Context: an optimization exercise on an open-source flow, tuned for small area and a short achievable clock period. The choices shown serve that exercise and are no tape-out recipe.
Function was checked by simulation only, so behaviour that the tests miss may differ from the original.
Power is estimated from default activity; no workload was simulated.

indigo:
## riscv_core_ref
module riscv_core_ref (
input clk,
input rstn,
output [31:0] instr_mem_addr,
input  [31:0] instr_mem_rdata,
output [31:0] data_mem_addr,
output        data_mem_write,
output [31:0] data_mem_wdata,
input  [31:0] data_mem_rdata
);
wire [31:0] ins = instr_mem_rdata;
wire [6:0]  op  = ins[6:0];
wire [2:0]  f3  = ins[14:12];
wire [4:0]  rd  = ins[11:7];
wire [4:0]  ra  = ins[19:15];
wire [4:0]  rb  = ins[24:20];
wire        sg  = ins[31];
wire op_lui   = (op == 7'b0110111);
wire op_auipc = (op == 7'b0010111);
wire op_jal   = (op == 7'b1101111);
wire op_jalr  = (op == 7'b1100111) & (f3 == 3'b000);
wire op_br    = (op == 7'b1100011) & (f3[2:1] != 2'b01);
wire op_imm   = (op == 7'b0010011) &
                ((f3 == 3'b001) ? (ins[31:26] == 6'b000000) :
                 (f3 == 3'b101) ? ((ins[31:26] == 6'b000000) | (ins[31:26] == 6'b010000)) :
                 1'b1);
wire op_reg   = (op == 7'b0110011) &
                ((ins[31:25] == 7'b0000000) |
  ...
Size in the first run: ~160 I/O pins, about 58,000 um^2 of cells after synthesis.
clock: 12.0 ns
lec_check: 0
cap_margin: 20
core_margin: 2
core_utilization: 45
cts_cluster_diameter: 80
cts_cluster_size: 20
place_density: 0.6
setup_slack_margin: 3.5
slew_margin: 20
synth_hierarchical: 1
standard.sh (not shown) runs the stock make flow with config.mk's settings and CLKGATE_MAP_FILE= SYNTH_SCRIPT=/design/flow/synth_recipe.tcl, a recipe that flattens the netlist after the stock synthesis.
==> flow/flow/run.sh <==
#!/bin/bash
set -euo pipefail
DU="sky130_fd_sc_hd__probe_p_8 sky130_fd_sc_hd__probec_p_8 sky130_fd_sc_hd__lpflow_bleeder_1 sky130_fd_sc_hd__lpflow_clkbufkapwr_1 sky130_fd_sc_hd__lpflow_clkbufkapwr_16 sky130_fd_sc_hd__lpflow_clkbufkapwr_2 sky130_fd_sc_hd__lpflow_clkbufkapwr_4 sky130_fd_sc_hd__lpflow_clkbufkapwr_8 sky130_fd_sc_hd__lpflow_clkinvkapwr_1 sky130_fd_sc_hd__lpflow_clkinvkapwr_16 sky130_fd_sc_hd__lpflow_clkinvkapwr_2 sky130_fd_sc_hd__lpflow_clkinvkapwr_4 sky130_fd_sc_hd__lpflow_clkinvkapwr_8 sky130_fd_sc_hd__lpflow_decapkapwr_12 sky130_fd_sc_hd__lpflow_decapkapwr_3 sky130_fd_sc_hd__lpflow_decapkapwr_4 sky130_fd_sc_hd__lpflow_decapkapwr_6 sky130_fd_sc_hd__lpflow_decapkapwr_8 sky130_fd_sc_hd__lpflow_inputiso0n_1 sky130_fd_sc_hd__lpflow_inputiso0p_1 sky130_fd_sc_hd__lpflow_inputiso1n_1 sky130_fd_sc_hd__lpflow_inputiso1p_1 sky130_fd_sc_hd__lpflow_inputisolatch_1 sky130_fd_sc_hd__lpflow_isobufsrc_1 sky130_fd_sc_hd__lpflow_isobufsrc_16 sky130_fd_sc_hd__lpflow_isobufsrc_2 sky130_fd_sc_hd__lpflow_isobufsrc_4 sky130_fd_sc_hd__lpflow_isobufsrc_8 sky130_fd_sc_hd__lpflow_isobufsrckapwr_16 sky130_fd_sc_hd__lpflow_lsbuf_lh_hl_isowell_tap_1 sky130_fd_sc_hd__lpflow_lsbuf_lh_hl_isowell_tap_2 sky130_fd_sc_hd__lpflow_lsbuf_lh_hl_isowell_tap_4 sky130_fd_sc_hd__lpflow_lsbuf_lh_isowell_4 sky130_fd_sc_hd__lpflow_lsbuf_lh_isowell_tap_1 sky130_fd_sc_hd__lpflow_lsbuf_lh_isowell_tap_2 sky130_fd_sc_hd__lpflow_lsbuf_lh_isowell_tap_4"
DU="$DU sky130_fd_sc_hd__clkdlybuf4s15_1 sky130_fd_sc_hd__clkdlybuf4s15_2 sky130_fd_sc_hd__clkdlybuf4s18_1 sky130_fd_sc_hd__clkdlybuf4s18_2 sky130_fd_sc_hd__clkdlybuf4s25_1 sky130_fd_sc_hd__clkdlybuf4s25_2 sky130_fd_sc_hd__clkdlybuf4s50_1 sky130_fd_sc_hd__clkdlybuf4s50_2 sky130_fd_sc_hd__dlygate4sd1_1 sky130_fd_sc_hd__dlygate4sd2_1 sky130_fd_sc_hd__dlygate4sd3_1 sky130_fd_sc_hd__dlymetal6s2s_1 sky130_fd_sc_hd__dlymetal6s4s_1 sky130_fd_sc_hd__dlymetal6s6s_1"
bash standard.sh synth > std_synth.log 2>&1
bash standard.sh "DONT_USE_CELLS=$DU" "BUFFER_PORTS_ARGS=-buffer_cell sky130_fd_sc_hd__buf_4" "LAYER_PARASITICS_FILE=$PWD/flow/setRC_pess.tcl" finish > std_layout.log 2>&1
==> flow/flow/setRC_pess.tcl <==
# The platform's setRC.tcl with every layer's wire resistance and capacitance
# raised by 20%, so that the resizer's estimates before detailed routing lean
# pessimistic on long wires.
set_layer_rc -layer li1 -capacitance 1.799e-04 -resistance 8.611e-02
set_layer_rc -layer met1 -capacitance 2.0685E-04 -resistance 1.0715e-03
set_layer_rc -layer met2 -capacitance 1.6348E-04 -resistance 1.0715e-03
set_layer_rc -layer met3 -capacitance 2.57954E-04 -resistance 1.8804e-04
set_layer_rc -layer met4 -capacitance 1.77754E-04 -resistance 1.8804e-04
set_layer_rc -layer met5 -capacitance 1.84904E-04 -resistance 2.1372e-05

set_layer_rc -via mcon -resistance 9.249146E-3
set_layer_rc -via via -resistance 4.5E-3
set_layer_rc -via via2 -resistance 3.368786E-3
set_layer_rc -via via3 -resistance 0.376635E-3
set_layer_rc -via via4 -resistance 0.00580E-3

set_wire_rc -signal -layer met1
set_wire_rc -clock -layer met3
indigo went all the way through the flow, and no timing, DRC or antenna check failed.
#### Input delta (raven over indigo)
==> flow/flow/setRC_pess.tcl <==
# The platform's setRC.tcl with every layer's wire resistance and capacitance
# raised by 25%, so that the resizer's estimates before detailed routing lean
# pessimistic on long wires.
set_layer_rc -layer li1 -capacitance 1.873750e-04 -resistance 8.970000e-02
set_layer_rc -layer met1 -capacitance 2.154688e-04 -resistance 1.116125e-03
set_layer_rc -layer met2 -capacitance 1.702913e-04 -resistance 1.116125e-03
set_layer_rc -layer met3 -capacitance 2.687025e-04 -resistance 1.958750e-04
set_layer_rc -layer met4 -capacitance 1.851600e-04 -resistance 1.958750e-04
set_layer_rc -layer met5 -capacitance 1.926087e-04 -resistance 2.226250e-05

set_layer_rc -via mcon -resistance 9.249146E-3
set_layer_rc -via via -resistance 4.5E-3
set_layer_rc -via via2 -resistance 3.368786E-3
set_layer_rc -via via3 -resistance 0.376635E-3
set_layer_rc -via via4 -resistance 0.00580E-3

set_wire_rc -signal -layer met1
set_wire_rc -clock -layer met3
Findings:
The detailed-route wire length in raven sits 3.9% above the value recorded for indigo. Changes observed in raven relative to indigo: met2 track utilization from global routing has increased; number of setup buffers added after CTS has increased.
[inputs] violet vs raven
- swapping 3.5 for 3.8 in SETUP_SLACK_MARGIN
==> flow/flow/run.sh <==
#!/bin/bash
# Own layout flow: the standard synthesis unchanged, then the standard ORFS
# layout with the I/O port buffers made from buf_4 and the delay cells kept
# out of the resizer's choices.  Each step's output goes to its own log here.
set -euo pipefail
DU="sky130_fd_sc_hd__probe_p_8 sky130_fd_sc_hd__probec_p_8 sky130_fd_sc_hd__lpflow_bleeder_1 sky130_fd_sc_hd__lpflow_clkbufkapwr_1 sky130_fd_sc_hd__lpflow_clkbufkapwr_16 sky130_fd_sc_hd__lpflow_clkbufkapwr_2 sky130_fd_sc_hd__lpflow_clkbufkapwr_4 sky130_fd_sc_hd__lpflow_clkbufkapwr_8 sky130_fd_sc_hd__lpflow_clkinvkapwr_1 sky130_fd_sc_hd__lpflow_clkinvkapwr_16 sky130_fd_sc_hd__lpflow_clkinvkapwr_2 sky130_fd_sc_hd__lpflow_clkinvkapwr_4 sky130_fd_sc_hd__lpflow_clkinvkapwr_8 sky130_fd_sc_hd__lpflow_decapkapwr_12 sky130_fd_sc_hd__lpflow_decapkapwr_3 sky130_fd_sc_hd__lpflow_decapkapwr_4 sky130_fd_sc_hd__lpflow_decapkapwr_6 sky130_fd_sc_hd__lpflow_decapkapwr_8 sky130_fd_sc_hd__lpflow_inputiso0n_1 sky130_fd_sc_hd__lpflow_inputiso0p_1 sky130_fd_sc_hd__lpflow_inputiso1n_1 sky130_fd_sc_hd__lpflow_inputiso1p_1 sky130_fd_sc_hd__lpflow_inputisolatch_1 sky130_fd_sc_hd__lpflow_isobufsrc_1 sky130_fd_sc_hd__lpflow_isobufsrc_16 sky130_fd_sc_hd__lpflow_isobufsrc_2 sky130_fd_sc_hd__lpflow_isobufsrc_4 sky130_fd_sc_hd__lpflow_isobufsrc_8 sky130_fd_sc_hd__lpflow_isobufsrckapwr_16 sky130_fd_sc_hd__lpflow_lsbuf_lh_hl_isowell_tap_1 sky130_fd_sc_hd__lpflow_lsbuf_lh_hl_isowell_tap_2 sky130_fd_sc_hd__lpflow_lsbuf_lh_hl_isowell_tap_4 sky130_fd_sc_hd__lpflow_lsbuf_lh_isowell_4 sky130_fd_sc_hd__lpflow_lsbuf_lh_isowell_tap_1 sky130_fd_sc_hd__lpflow_lsbuf_lh_isowell_tap_2 sky130_fd_sc_hd__lpflow_lsbuf_lh_isowell_tap_4"
DU="$DU sky130_fd_sc_hd__clkdlybuf4s15_1 sky130_fd_sc_hd__clkdlybuf4s15_2 sky130_fd_sc_hd__clkdlybuf4s18_1 sky130_fd_sc_hd__clkdlybuf4s18_2 sky130_fd_sc_hd__clkdlybuf4s25_1 sky130_fd_sc_hd__clkdlybuf4s25_2 sky130_fd_sc_hd__clkdlybuf4s50_1 sky130_fd_sc_hd__clkdlybuf4s50_2 sky130_fd_sc_hd__dlygate4sd1_1 sky130_fd_sc_hd__dlygate4sd2_1 sky130_fd_sc_hd__dlygate4sd3_1 sky130_fd_sc_hd__dlymetal6s2s_1 sky130_fd_sc_hd__dlymetal6s4s_1 sky130_fd_sc_hd__dlymetal6s6s_1"
bash standard.sh synth > std_synth.log 2>&1
bash standard.sh "DONT_USE_CELLS=$DU" "BUFFER_PORTS_ARGS=-buffer_cell sky130_fd_sc_hd__buf_4" finish > std_layout.log 2>&1
removed: flow/flow/setRC_pess.tcl
Results
- Fraction of power consumed by combinational cells, raven and violet: smaller value in raven
- [compare] base=raven new=violet: power in the clock group -about 5%; worst-case setup margin in the final layout -0.22 ns; sequential share of cell area +0.62 points; total design power -0.13 mW; number of search-and-repair iterations in the first detailed-routing pass -3.
- violet vs raven — number of antenna violations at the first check in global routing rose 9.
- Via count of the first global-routing pass (violet vs. raven) decreases slightly
- Buffering stage count on the worst path with inverters included, raven and violet: smaller value in violet
- raven -> violet: number of max-cap violations delta 0, exact match
Changes in tundra relative to violet:
- SETUP_SLACK_MARGIN changed from 3.8 to 3.5
==> flow/flow/run.sh <==
#!/bin/bash
set -euo pipefail
DU="sky130_fd_sc_hd__probe_p_8 sky130_fd_sc_hd__probec_p_8 sky130_fd_sc_hd__lpflow_bleeder_1 sky130_fd_sc_hd__lpflow_clkbufkapwr_1 sky130_fd_sc_hd__lpflow_clkbufkapwr_16 sky130_fd_sc_hd__lpflow_clkbufkapwr_2 sky130_fd_sc_hd__lpflow_clkbufkapwr_4 sky130_fd_sc_hd__lpflow_clkbufkapwr_8 sky130_fd_sc_hd__lpflow_clkinvkapwr_1 sky130_fd_sc_hd__lpflow_clkinvkapwr_16 sky130_fd_sc_hd__lpflow_clkinvkapwr_2 sky130_fd_sc_hd__lpflow_clkinvkapwr_4 sky130_fd_sc_hd__lpflow_clkinvkapwr_8 sky130_fd_sc_hd__lpflow_decapkapwr_12 sky130_fd_sc_hd__lpflow_decapkapwr_3 sky130_fd_sc_hd__lpflow_decapkapwr_4 sky130_fd_sc_hd__lpflow_decapkapwr_6 sky130_fd_sc_hd__lpflow_decapkapwr_8 sky130_fd_sc_hd__lpflow_inputiso0n_1 sky130_fd_sc_hd__lpflow_inputiso0p_1 sky130_fd_sc_hd__lpflow_inputiso1n_1 sky130_fd_sc_hd__lpflow_inputiso1p_1 sky130_fd_sc_hd__lpflow_inputisolatch_1 sky130_fd_sc_hd__lpflow_isobufsrc_1 sky130_fd_sc_hd__lpflow_isobufsrc_16 sky130_fd_sc_hd__lpflow_isobufsrc_2 sky130_fd_sc_hd__lpflow_isobufsrc_4 sky130_fd_sc_hd__lpflow_isobufsrc_8 sky130_fd_sc_hd__lpflow_isobufsrckapwr_16 sky130_fd_sc_hd__lpflow_lsbuf_lh_hl_isowell_tap_1 sky130_fd_sc_hd__lpflow_lsbuf_lh_hl_isowell_tap_2 sky130_fd_sc_hd__lpflow_lsbuf_lh_hl_isowell_tap_4 sky130_fd_sc_hd__lpflow_lsbuf_lh_isowell_4 sky130_fd_sc_hd__lpflow_lsbuf_lh_isowell_tap_1 sky130_fd_sc_hd__lpflow_lsbuf_lh_isowell_tap_2 sky130_fd_sc_hd__lpflow_lsbuf_lh_isowell_tap_4"
DU="$DU sky130_fd_sc_hd__clkdlybuf4s15_1 sky130_fd_sc_hd__clkdlybuf4s15_2 sky130_fd_sc_hd__clkdlybuf4s18_1 sky130_fd_sc_hd__clkdlybuf4s18_2 sky130_fd_sc_hd__clkdlybuf4s25_1 sky130_fd_sc_hd__clkdlybuf4s25_2 sky130_fd_sc_hd__clkdlybuf4s50_1 sky130_fd_sc_hd__clkdlybuf4s50_2 sky130_fd_sc_hd__dlygate4sd1_1 sky130_fd_sc_hd__dlygate4sd2_1 sky130_fd_sc_hd__dlygate4sd3_1 sky130_fd_sc_hd__dlymetal6s2s_1 sky130_fd_sc_hd__dlymetal6s4s_1 sky130_fd_sc_hd__dlymetal6s6s_1"
bash standard.sh synth > std_synth.log 2>&1
bash standard.sh "DONT_USE_CELLS=$DU" "BUFFER_PORTS_ARGS=-buffer_cell sky130_fd_sc_hd__buf_4" "LAYER_PARASITICS_FILE=$PWD/flow/setRC_pess.tcl" finish > std_layout.log 2>&1
==> flow/flow/setRC_pess.tcl (new file) <==
# The platform's setRC.tcl with every layer's wire resistance and capacitance
# raised by 10%, so that the resizer's estimates before detailed routing lean
# pessimistic on long wires.
set_layer_rc -layer li1 -capacitance 1.648900e-04 -resistance 7.893600e-02
set_layer_rc -layer met1 -capacitance 1.896125e-04 -resistance 9.821900e-04
set_layer_rc -layer met2 -capacitance 1.498563e-04 -resistance 9.821900e-04
set_layer_rc -layer met3 -capacitance 2.364582e-04 -resistance 1.723700e-04
set_layer_rc -layer met4 -capacitance 1.629408e-04 -resistance 1.723700e-04
set_layer_rc -layer met5 -capacitance 1.694957e-04 -resistance 1.959100e-05

set_layer_rc -via mcon -resistance 9.249146E-3
set_layer_rc -via via -resistance 4.5E-3
set_layer_rc -via via2 -resistance 3.368786E-3
set_layer_rc -via via3 -resistance 0.376635E-3
set_layer_rc -via via4 -resistance 0.00580E-3

set_wire_rc -signal -layer met1
set_wire_rc -clock -layer met3
--- outcome ---
For the sequential share of layout area, tundra came in 0.99 points higher than violet did.
tundra supports a lower top clock frequency than violet.
Setup slack down 0.061 ns in tundra wrt violet
Against violet, tundra comes in 0.71% higher on total power.
Slowest library cell on the worst path = sky130_fd_sc_hd__nor2_4: tundra; slowest library cell on the worst path = sky130_fd_sc_hd__mux2i_1: violet
Diff violet -> tundra | final area | down by a few percent
Per the comparison of tundra with violet, area occupied by multi-input gates lower, shortest period the worst path allows picked up an extra 0.061 ns.

[what the ideal ports hide]
How much do the figures lean on ideal ports? The routed layouts below were timed once more, with nothing changed but the port constraints.
Step 1, drivers: a clkbuf_16 drives clk and a buf_2 each remaining input, both assumed.
Step 2, shift: input delay + t, output delay - t, t = (earliest + latest rising clock arrival at the registers) / 2. This alone moves slack from input paths to output paths.
Three values: ideal ports, drivers, drivers and shift; two values: the first two.
run	t (ns)	setup WS [ns]	hold WS [ns]	clock arrival spread, ns
indigo	0.778	3.655 / 3.628 / 3.345	0.589 / 0.589 / 0.589	0.037 / 0.037
raven	0.786	3.682 / 3.528 / 3.221	0.607 / 0.607 / 0.607	0.074 / 0.074
violet	0.790	3.460 / 3.425 / 3.159	0.639 / 0.639 / 0.639	0.064 / 0.064
tundra	0.782	3.399 / 3.368 / 2.950	0.602 / 0.602 / 0.602	0.050 / 0.049
After both steps every run listed still meets setup and hold. For raven, which loses most, drivers alone change the setup slack by -0.154 ns; drivers and shift together by -0.461 ns.
